What follows belongs to an exercise in optimizing a design on an open flow for small area and a short achievable clock period; a production flow would make more cautious choices. Where RTL was checked, it was by simulation tests only, not by an equivalence proof against the original. Power and IR drop assume default switching activity.

== yarrow ==
==> flow/design.v <==
module bo_in (
	input	logic			rst,
	input	logic	[63:0]	a,
	input	logic			miss,
	input	logic			valid,
	input	logic			pref,
	input	logic			ready,
	input	logic	[7:0]	pt,
	input	logic	[12:0]	out_a,
	input	logic			out_v,
	input	logic	[5:0]	po,
	input	logic	[5:0]	cur_off,	 
	output	logic			q,			 
	output	logic	[7:0]	pt_n,		 
	output	logic	[12:0]	out_a_n,	 
	output	logic			out_v_n,
	output	logic	[5:0]	ra_lo,
	output	logic			ra_c,		 
	output	logic	[5:0]	wr_lo,
	output	logic			wr_inc,
	output	logic			wr_dec
);
	function automatic logic [5:0] inc6(logic [5:0] a);
		inc6 = a ^ {&a[4:0], &a[3:0], &a[2:0], &a[1:0], a[0], 1'b1};
	endfunction
	logic	[6:0]	rs, ws, os;
	logic	[5:0]	oh;
	logic	[12:0]	pf_addr;
	logic			hit, issue;
	assign hit		= ~miss & valid;
	assign q		= ~hit | pt[a[62:60]];
	assign issue	= q & ready & po != 6'd0;
	always_comb begin
		pt_n = pt;
		if (hit)
			pt_n[a[62:60]] = pref;
		if (rst)
			pt_n = '0;
	end
	assign out_a_n	= rst ? 13'd0 : issue ? pf_addr : out_a;
	assign out_v_n	= ~rst & (issue | out_v);
	assign rs		= {1'b0, a[5:0]} + {1'b0, ~cur_off} + 7'd1;
	assign ws		= {1'b0, a[5:0]} + {1'b0, ~po} + 7'd1;
	assign ra_lo	= rs[5:0];
	assign wr_lo	= ws[5:0];
	assign ra_c		= rs[6];
	assign wr_inc	= po[5] & ws[6];
	assign wr_dec	= ~po[5] & ~ws[6];
	assign os		= {1'b0, a[57:52]} + {1'b0, po};
	assign oh		= a[63:58];
	assign pf_addr	= {os[6] & (&oh), os[6] ? inc6(oh) : oh, os[5:0]};
endmodule
module bo_learn (
	input	logic	[6*64-1:0]	mem,	 
	input	logic	[5:0]	ra_lo,		 
	input	logic	[5:0]	a_hi,
	input	logic			ra_c,
	input	logic			ra_pos,		 
	input	logic			pnd,
	input	logic	[4:0]	s0,			 
	input	logic	[4:0]	c0,			 
	input	logic	[5:0]	best_q,
	input	logic	[4:0]	nm_p,		 
	input	logic	[5:0]	nbo_p,
	input	logic	[5:0]	cur_off,
	input	logic			last,
	input	logic			end_c,
	input	logic	[4:0]	tl,			 
	output	logic			hitp,
	output	logic	[4:0]	nm,
	output	logic	[5:0]	nbo,
	output	logic			eol,
	output	logic	[5:0]	newpo,
	output	logic	[4:0]	cmax_n,
	output	logic	[5:0]	best_n,
	output	logic	[4:0]	tail
);
	function automatic logic [5:0] inc6(logic [5:0] a);
		inc6 = a ^ {&a[4:0], &a[3:0], &a[2:0], &a[1:0], a[0], 1'b1};
	endfunction
	function automatic logic [5:0] dec6(logic [5:0] a);
		dec6 = a ^ {~|a[4:0], ~|a[3:0], ~|a[2:0], ~|a[1:0], ~a[0], 1'b1};
	endfunction
	logic	[5:0]	rd_tag, ra_hi;
	logic	[5:0]	s1;
	logic			ge0, ge1;
	logic	[4:0]	nm0, nm1;
	logic	[5:0]	nbo0, nbo1;
	logic			eol0, eol1;
	logic	[5:0]	newpo0, newpo1;
	logic	[4:0]	tl1;
	assign rd_tag	= mem[6*ra_lo +: 6];
	assign ra_hi	= (~ra_pos & ra_c) ? inc6(a_hi) : (ra_pos & ~ra_c) ? dec6(a_hi) : a_hi;
	assign hitp		= pnd & (ra_hi == 6'd0 || rd_tag == ra_hi);
	assign s1		= {1'b0, s0} + 6'd1;
	assign ge0		= s1 >= {1'b0, c0};
	assign nm0		= ge0 ? s1[4:0] : c0;
	assign nbo0		= ge0 ? cur_off : best_q;
	assign eol0		= last && (nm0 == 5'd31 || end_c);
	assign newpo0	= (nm0 <= 5'd1) ? 6'd0 : nbo0;
	assign ge1		= s1 >= {1'b0, nm_p};
	assign nm1		= ge1 ? s1[4:0] : nm_p;
	assign nbo1		= ge1 ? cur_off : nbo_p;
	assign eol1		= last && (nm1 == 5'd31 || end_c);
	assign newpo1	= (nm1 <= 5'd1) ? 6'd0 : nbo1;
	assign nm		= hitp ? nm1 : nm0;
	assign nbo		= hitp ? nbo1 : nbo0;
	assign eol		= hitp ? eol1 : eol0;
	assign newpo	= hitp ? newpo1 : newpo0;
	assign cmax_n	= hitp ? nm_p : c0;
	assign best_n	= hitp ? nbo_p : best_q;
	assign tl1		= tl + 5'd1;
	assign tail		= hitp ? tl1 : tl;
endmodule
module best_offset_prefetcher #(
	parameter	WIDTH		= 64,
	parameter	TAG_WIDTH	= 12,
	parameter	UP_NUM_SET	= 8,
	parameter	UP_NUM_ASSO	= 0
) (
	input		logic					clk,
	input		logic					rst,
	input		logic	[WIDTH - 1:0]	up_address_i,
	input		logic					up_miss_i,
	input		logic					up_valid_i,
	input		logic					up_prefetched_i,
	input		logic					lo_ready_i,
	output		logic	[WIDTH - 1:0]	lo_prefetch_address_o,
	output		logic					lo_prefetch_valid_o
);
	localparam int NOFF = 46;
	function automatic logic [5:0] inc6(logic [5:0] a);
		inc6 = a ^ {&a[4:0], &a[3:0], &a[2:0], &a[1:0], a[0], 1'b1};
	endfunction
	function automatic logic [5:0] dec6(logic [5:0] a);
		dec6 = a ^ {~|a[4:0], ~|a[3:0], ~|a[2:0], ~|a[1:0], ~a[0], 1'b1};
	endfunction
	localparam logic [23*6-1:0] MAGS = {
		6'd1,  6'd2,  6'd3,  6'd4,  6'd5,  6'd6,  6'd7,  6'd8,
		6'd9,  6'd10, 6'd11, 6'd12, 6'd13, 6'd14, 6'd15, 6'd16,
		6'd18, 6'd20, 6'd24, 6'd30, 6'd32, 6'd36, 6'd40};
	function automatic logic [5:0] mag_of(logic [4:0] k);
		mag_of = (k < 5'd23) ? MAGS[6*k +: 6] : 6'd1;
	endfunction
	logic	[5:0]	cur_q;			 
	logic	[6:0]	round_q;		 
	logic			qd;				 
	logic			qr;				 
	logic			clr_d;			 
	logic	[4:0]	cmax_q;			 
	logic	[5:0]	best_q;			 
	logic	[4:0]	nm_p;			 
	logic	[5:0]	nbo_p;			 
	logic			pnd;			 
	logic	[5:0]	ra_lo;			 
	logic			ra_c;			 
	logic	[5:0]	a_hi;			 
	logic	[5:0]	po;				 
	logic	[7:0]	pt;				 
	logic			wr_en;			 
	logic	[5:0]	wr_lo;
	logic			wr_inc, wr_dec;
	logic			rst_d;
	logic	[12:0]	out_a;
	logic			out_v;
	logic	[4:0]	ring [NOFF];
	logic	[6*64-1:0]	mem;		 
	logic	[5:0]	mag, cur_off;
	logic			q;
	logic	[7:0]	pt_n;
	logic	[12:0]	out_a_n;
	logic			out_v_n;
	logic	[5:0]	ra_lo_n, wr_lo_n;
	logic			ra_c_n, wr_inc_n, wr_dec_n;
	logic	[5:0]	cur;
	logic	[6:0]	round_c;
	assign cur		= clr_d ? 6'd0 : !qd ? cur_q : (cur_q == NOFF - 1) ? 6'd0 : cur_q + 6'd1;
	assign round_c	= clr_d ? 7'd0 : (qd && cur_q == NOFF - 1) ? round_q + 7'd1 : round_q;
	assign mag		= mag_of(cur[5:1]);
	assign cur_off	= cur[0] ? mag : -mag;
	bo_in u_in (
		.rst	(rst),
		.a		(up_address_i),
		.miss	(up_miss_i),
		.valid	(up_valid_i),
		.pref	(up_prefetched_i),
		.ready	(lo_ready_i),
		.pt		(pt),
		.out_a	(out_a),
		.out_v	(out_v),
		.po		(po),
		.cur_off(cur_off),
		.q		(q),
		.pt_n	(pt_n),
		.out_a_n(out_a_n),
		.out_v_n(out_v_n),
		.ra_lo	(ra_lo_n),
		.ra_c	(ra_c_n),
		.wr_lo	(wr_lo_n),
		.wr_inc	(wr_inc_n),
		.wr_dec	(wr_dec_n)
	);
	logic	[5:0]	wr_hi, dbus;
	assign wr_hi	= wr_inc ? inc6(a_hi) : wr_dec ? dec6(a_hi) : a_hi;
	assign dbus		= wr_hi & {6{~rst_d}};
	genvar i;
	generate
		for (i = 0; i < 64; i++) begin : g_entry
			always_ff @(posedge clk) begin
				if (rst_d || (wr_en && wr_lo == i))
					mem[6*i +: 6] <= dbus;
			end
		end
	endgenerate
	logic			last, end_c, hitp, eol;
	logic	[4:0]	s0, c0, tl, nm, cmax_n, tail;
	logic	[5:0]	nbo, newpo, best_n;
	assign last		= cur == NOFF - 1;
	assign end_c	= round_c == 7'd99;
	assign s0		= (round_c == 7'd0) ? 5'd0 : (qd ? ring[1] : ring[0]);
	assign c0		= clr_d ? 5'd0 : cmax_q;
	assign tl		= (round_q == 7'd0) ? 5'd0 : ring[0];
	bo_learn u_learn (
		.mem	(mem),
		.ra_lo	(ra_lo),
		.a_hi	(a_hi),
		.ra_c	(ra_c),
		.ra_pos	(cur_q[0]),
		.pnd	(pnd),
		.s0		(s0),
		.c0		(c0),
		.best_q	(best_q),
		.nm_p	(nm_p),
		.nbo_p	(nbo_p),
		.cur_off(cur_off),
		.last	(last),
		.end_c	(end_c),
		.tl		(tl),
		.hitp	(hitp),
		.nm		(nm),
		.nbo	(nbo),
		.eol	(eol),
		.newpo	(newpo),
		.cmax_n	(cmax_n),
		.best_n	(best_n),
		.tail	(tail)
	);
	always_ff @(posedge clk) begin
		cmax_q	<= cmax_n;
		best_q	<= best_n;
		nm_p	<= nm;
		nbo_p	<= nbo;
		cur_q	<= cur;
		round_q	<= round_c;
		rst_d	<= rst;
		qr		<= q;
		ra_lo	<= ra_lo_n;
		ra_c	<= ra_c_n;
		wr_lo	<= wr_lo_n;
		wr_inc	<= wr_inc_n;
		wr_dec	<= wr_dec_n;
		a_hi	<= up_address_i[11:6];
		pt		<= pt_n;
		out_a	<= out_a_n;
		out_v	<= out_v_n;
		if (rst) begin
			qd		<= 1'b0;
			clr_d	<= 1'b1;
			pnd		<= 1'b0;
			po		<= '0;
			wr_en	<= 1'b0;
		end else begin
			if (q && eol)
				po	<= newpo;
			qd		<= q;
			clr_d	<= q & eol;
			pnd		<= q & up_valid_i & ~eol;
			wr_en	<= up_prefetched_i | po == 6'd0;
		end
	end
	generate
		for (i = 0; i < NOFF; i++) begin : g_ring
			always_ff @(posedge clk) begin
				if (qr)
					ring[i] <= (i == NOFF - 1) ? tail : ring[(i + 1) % NOFF];
			end
		end
	endgenerate
	assign lo_prefetch_address_o	= {{(WIDTH - 13){1'b0}}, out_a};
	assign lo_prefetch_valid_o		= out_v;
endmodule
==> flow/config.mk <==
export PLATFORM = sky130hd
export DESIGN_NAME = best_offset_prefetcher
export DESIGN_NICKNAME = best_offset_prefetcher
export VERILOG_FILES = /design/flow/design.v
export SDC_FILE = /design/flow/constraint.sdc
export NUM_CORES = 4
export LEC_CHECK = 0
export CAP_MARGIN = 20
export CORE_MARGIN = 2
export CORE_UTILIZATION = 65
export CTS_CLUSTER_DIAMETER = 80
export CTS_CLUSTER_SIZE = 24
export SLEW_MARGIN = 20
export SYNTH_HIERARCHICAL = 1
export SYNTH_MINIMUM_KEEP_SIZE = 0
==> flow/constraint.sdc <==
create_clock -name core_clock -period 17.0 [get_ports {clk}]
set_input_delay 3.4000 -clock core_clock [delete_from_list [all_inputs] [get_ports {clk}]]
set_output_delay 3.4000 -clock core_clock [all_outputs]
set_load 0.01 [all_outputs]
standard.sh (not shown) runs the stock make flow with config.mk's settings and CLKGATE_MAP_FILE= SYNTH_SCRIPT=/design/flow/synth_recipe.tcl, a recipe that flattens the netlist after the stock synthesis.
==> flow/flow/run.sh <==
#!/bin/bash
# Layout: the standard flow (standard.sh) with two changes to how it is
# made: Yosys leaves adders to ABC instead of mapping them to ha/fa cells
# first (ADDER_MAP_FILE empty), and the port buffers are buf_2 cells.
set -euo pipefail
bash standard.sh "ADDER_MAP_FILE=" "BUFFER_PORTS_ARGS=-buffer_cell sky130_fd_sc_hd__buf_2" "SETUP_SLACK_MARGIN=12.6" finish > standard_flow.log 2>&1
> inputs changed (yarrow -> raven)
-- flow/design.v --
<<< yarrow, line 11
	input	logic	[5:0]	po,
	input	logic	[5:0]	cur_off,	 
	output	logic			q,			 
	output	logic	[7:0]	pt_n,		 
>>> raven, line 11
	input	logic	[5:0]	po,
	input	logic	[5:0]	cur_off,	 
	input	logic			cur_neg,	 
	output	logic			q,			 
	output	logic	[7:0]	pt_n,		 
<<< yarrow, line 16
	output	logic			out_v_n,
	output	logic	[5:0]	ra_lo,
	output	logic			ra_c,		 
	output	logic	[5:0]	wr_lo,
	output	logic			wr_inc,
>>> raven, line 17
	output	logic			out_v_n,
	output	logic	[5:0]	ra_lo,
	output	logic			ra_inc,
	output	logic			ra_dec,
	output	logic	[5:0]	wr_lo,
	output	logic			wr_inc,
<<< yarrow, line 44
	assign ra_lo	= rs[5:0];
	assign wr_lo	= ws[5:0];
	assign ra_c		= rs[6];
	assign wr_inc	= po[5] & ws[6];
	assign wr_dec	= ~po[5] & ~ws[6];
>>> raven, line 46
	assign ra_lo	= rs[5:0];
	assign wr_lo	= ws[5:0];
	assign ra_inc	= cur_neg & rs[6];
	assign ra_dec	= ~cur_neg & ~rs[6];
	assign wr_inc	= po[5] & ws[6];
	assign wr_dec	= ~po[5] & ~ws[6];
<<< yarrow, line 55
	input	logic	[5:0]	ra_lo,		 
	input	logic	[5:0]	a_hi,
	input	logic			ra_c,
	input	logic			ra_pos,		 
	input	logic			pnd,
	input	logic	[4:0]	s0,			 
>>> raven, line 58
	input	logic	[5:0]	ra_lo,		 
	input	logic	[5:0]	a_hi,
	input	logic			ra_inc,
	input	logic			ra_dec,
	input	logic			pnd,
	input	logic	[4:0]	s0,			 
<<< yarrow, line 91
	logic	[4:0]	tl1;
	assign rd_tag	= mem[6*ra_lo +: 6];
	assign ra_hi	= (~ra_pos & ra_c) ? inc6(a_hi) : (ra_pos & ~ra_c) ? dec6(a_hi) : a_hi;
	assign hitp		= pnd & (ra_hi == 6'd0 || rd_tag == ra_hi);
	assign s1		= {1'b0, s0} + 6'd1;
>>> raven, line 94
	logic	[4:0]	tl1;
	assign rd_tag	= mem[6*ra_lo +: 6];
	assign ra_hi	= ra_inc ? inc6(a_hi) : ra_dec ? dec6(a_hi) : a_hi;
	assign hitp		= pnd & (ra_hi == 6'd0 || rd_tag == ra_hi);
	assign s1		= {1'b0, s0} + 6'd1;
<<< yarrow, line 154
	logic			pnd;			 
	logic	[5:0]	ra_lo;			 
	logic			ra_c;			 
	logic	[5:0]	a_hi;			 
	logic	[5:0]	po;				 
	logic	[7:0]	pt;				 
>>> raven, line 157
	logic			pnd;			 
	logic	[5:0]	ra_lo;			 
	logic			ra_inc, ra_dec;	 
	logic	[5:0]	a_hi;			 
	logic			r0d;			 
	logic	[5:0]	po;				 
	logic	[7:0]	pt;				 
<<< yarrow, line 172
	logic			out_v_n;
	logic	[5:0]	ra_lo_n, wr_lo_n;
	logic			ra_c_n, wr_inc_n, wr_dec_n;
	logic	[5:0]	cur;
	logic	[6:0]	round_c;
>>> raven, line 176
	logic			out_v_n;
	logic	[5:0]	ra_lo_n, wr_lo_n;
	logic			ra_inc_n, ra_dec_n, wr_inc_n, wr_dec_n;
	logic	[5:0]	cur;
	logic	[6:0]	round_c;
<<< yarrow, line 191
		.po		(po),
		.cur_off(cur_off),
		.q		(q),
		.pt_n	(pt_n),
>>> raven, line 195
		.po		(po),
		.cur_off(cur_off),
		.cur_neg(~cur[0]),
		.q		(q),
		.pt_n	(pt_n),
<<< yarrow, line 196
		.out_v_n(out_v_n),
		.ra_lo	(ra_lo_n),
		.ra_c	(ra_c_n),
		.wr_lo	(wr_lo_n),
		.wr_inc	(wr_inc_n),
>>> raven, line 201
		.out_v_n(out_v_n),
		.ra_lo	(ra_lo_n),
		.ra_inc	(ra_inc_n),
		.ra_dec	(ra_dec_n),
		.wr_lo	(wr_lo_n),
		.wr_inc	(wr_inc_n),
<<< yarrow, line 220
	assign s0		= (round_c == 7'd0) ? 5'd0 : (qd ? ring[1] : ring[0]);
	assign c0		= clr_d ? 5'd0 : cmax_q;
	assign tl		= (round_q == 7'd0) ? 5'd0 : ring[0];
	bo_learn u_learn (
		.mem	(mem),
		.ra_lo	(ra_lo),
		.a_hi	(a_hi),
		.ra_c	(ra_c),
		.ra_pos	(cur_q[0]),
		.pnd	(pnd),
		.s0		(s0),
>>> raven, line 226
	assign s0		= (round_c == 7'd0) ? 5'd0 : (qd ? ring[1] : ring[0]);
	assign c0		= clr_d ? 5'd0 : cmax_q;
	assign tl		= r0d ? 5'd0 : ring[0];
	bo_learn u_learn (
		.mem	(mem),
		.ra_lo	(ra_lo),
		.a_hi	(a_hi),
		.ra_inc	(ra_inc),
		.ra_dec	(ra_dec),
		.pnd	(pnd),
		.s0		(s0),
<<< yarrow, line 251
		nm_p	<= nm;
		nbo_p	<= nbo;
		cur_q	<= cur;
		round_q	<= round_c;
>>> raven, line 257
		nm_p	<= nm;
		nbo_p	<= nbo;
		r0d		<= round_c == 7'd0;
		cur_q	<= cur;
		round_q	<= round_c;
<<< yarrow, line 256
		qr		<= q;
		ra_lo	<= ra_lo_n;
		ra_c	<= ra_c_n;
		wr_lo	<= wr_lo_n;
		wr_inc	<= wr_inc_n;
>>> raven, line 263
		qr		<= q;
		ra_lo	<= ra_lo_n;
		ra_inc	<= ra_inc_n;
		ra_dec	<= ra_dec_n;
		wr_lo	<= wr_lo_n;
		wr_inc	<= wr_inc_n;
Notes after the runs:
Delta(number of buffers created by CTS, raven - yarrow) > 0
raven ends up with lower global routing met2 resource utilization than yarrow does.
raven vs. yarrow: leakage power of the design now sits lower; smallest setup slack after layout now sits at about the same level.
raven gives more depth of the worst register-to-register path than yarrow did.
For number of sequential storage elements, yarrow and raven come out practically identical.
Count of clock-net buffers in the final layout, yarrow and raven, lower one = yarrow.
Measured against each other, yarrow and raven differ in non-clock buffer count, the higher figure coming from yarrow.
Compared raven vs yarrow, and placed instance count is down in raven.
Diff raven..yarrow | total of buffers placed on input and output ports | unchanged
Between yarrow and raven, the global-route usage does not differ in any meaningful way.
On power density over the cells, the higher figure sits with yarrow, not raven.
On overall die width, yarrow and raven are neck and neck.
Only the layout flow was run in yarrow; the RTL was not checked for function there.

==> separate check: timing with driven ports <==
In the flow no input, the clock included, has a driving cell. The finished layouts below were timed again as built, in two steps.
Step 1 assumes that a clkbuf_16 drives the clock port and a buf_2 every other input.
Step 2 times the ports against the registers' clock, not the clock port: input delays grow and output delays shrink by t, the midpoint of the rising clock arrivals with the driver on.
Three values: no drivers, after step 1, after step 2; two values: the first two.
| run | t, ns | setup slack, ns | worst setup path after step 2 | cell pins on the clock port's net |
|---|---|---|---|---|
| yarrow | 0.633 | 12.579 / 12.519 / 11.997 | input to register | 1 |
| raven | 0.637 | 12.577 / 12.520 / 11.993 | input to register | 1 |
After both steps setup and hold are still met in every run listed. For raven, which loses most, drivers alone change the setup slack by -0.057 ns; drivers and shift together by -0.584 ns.
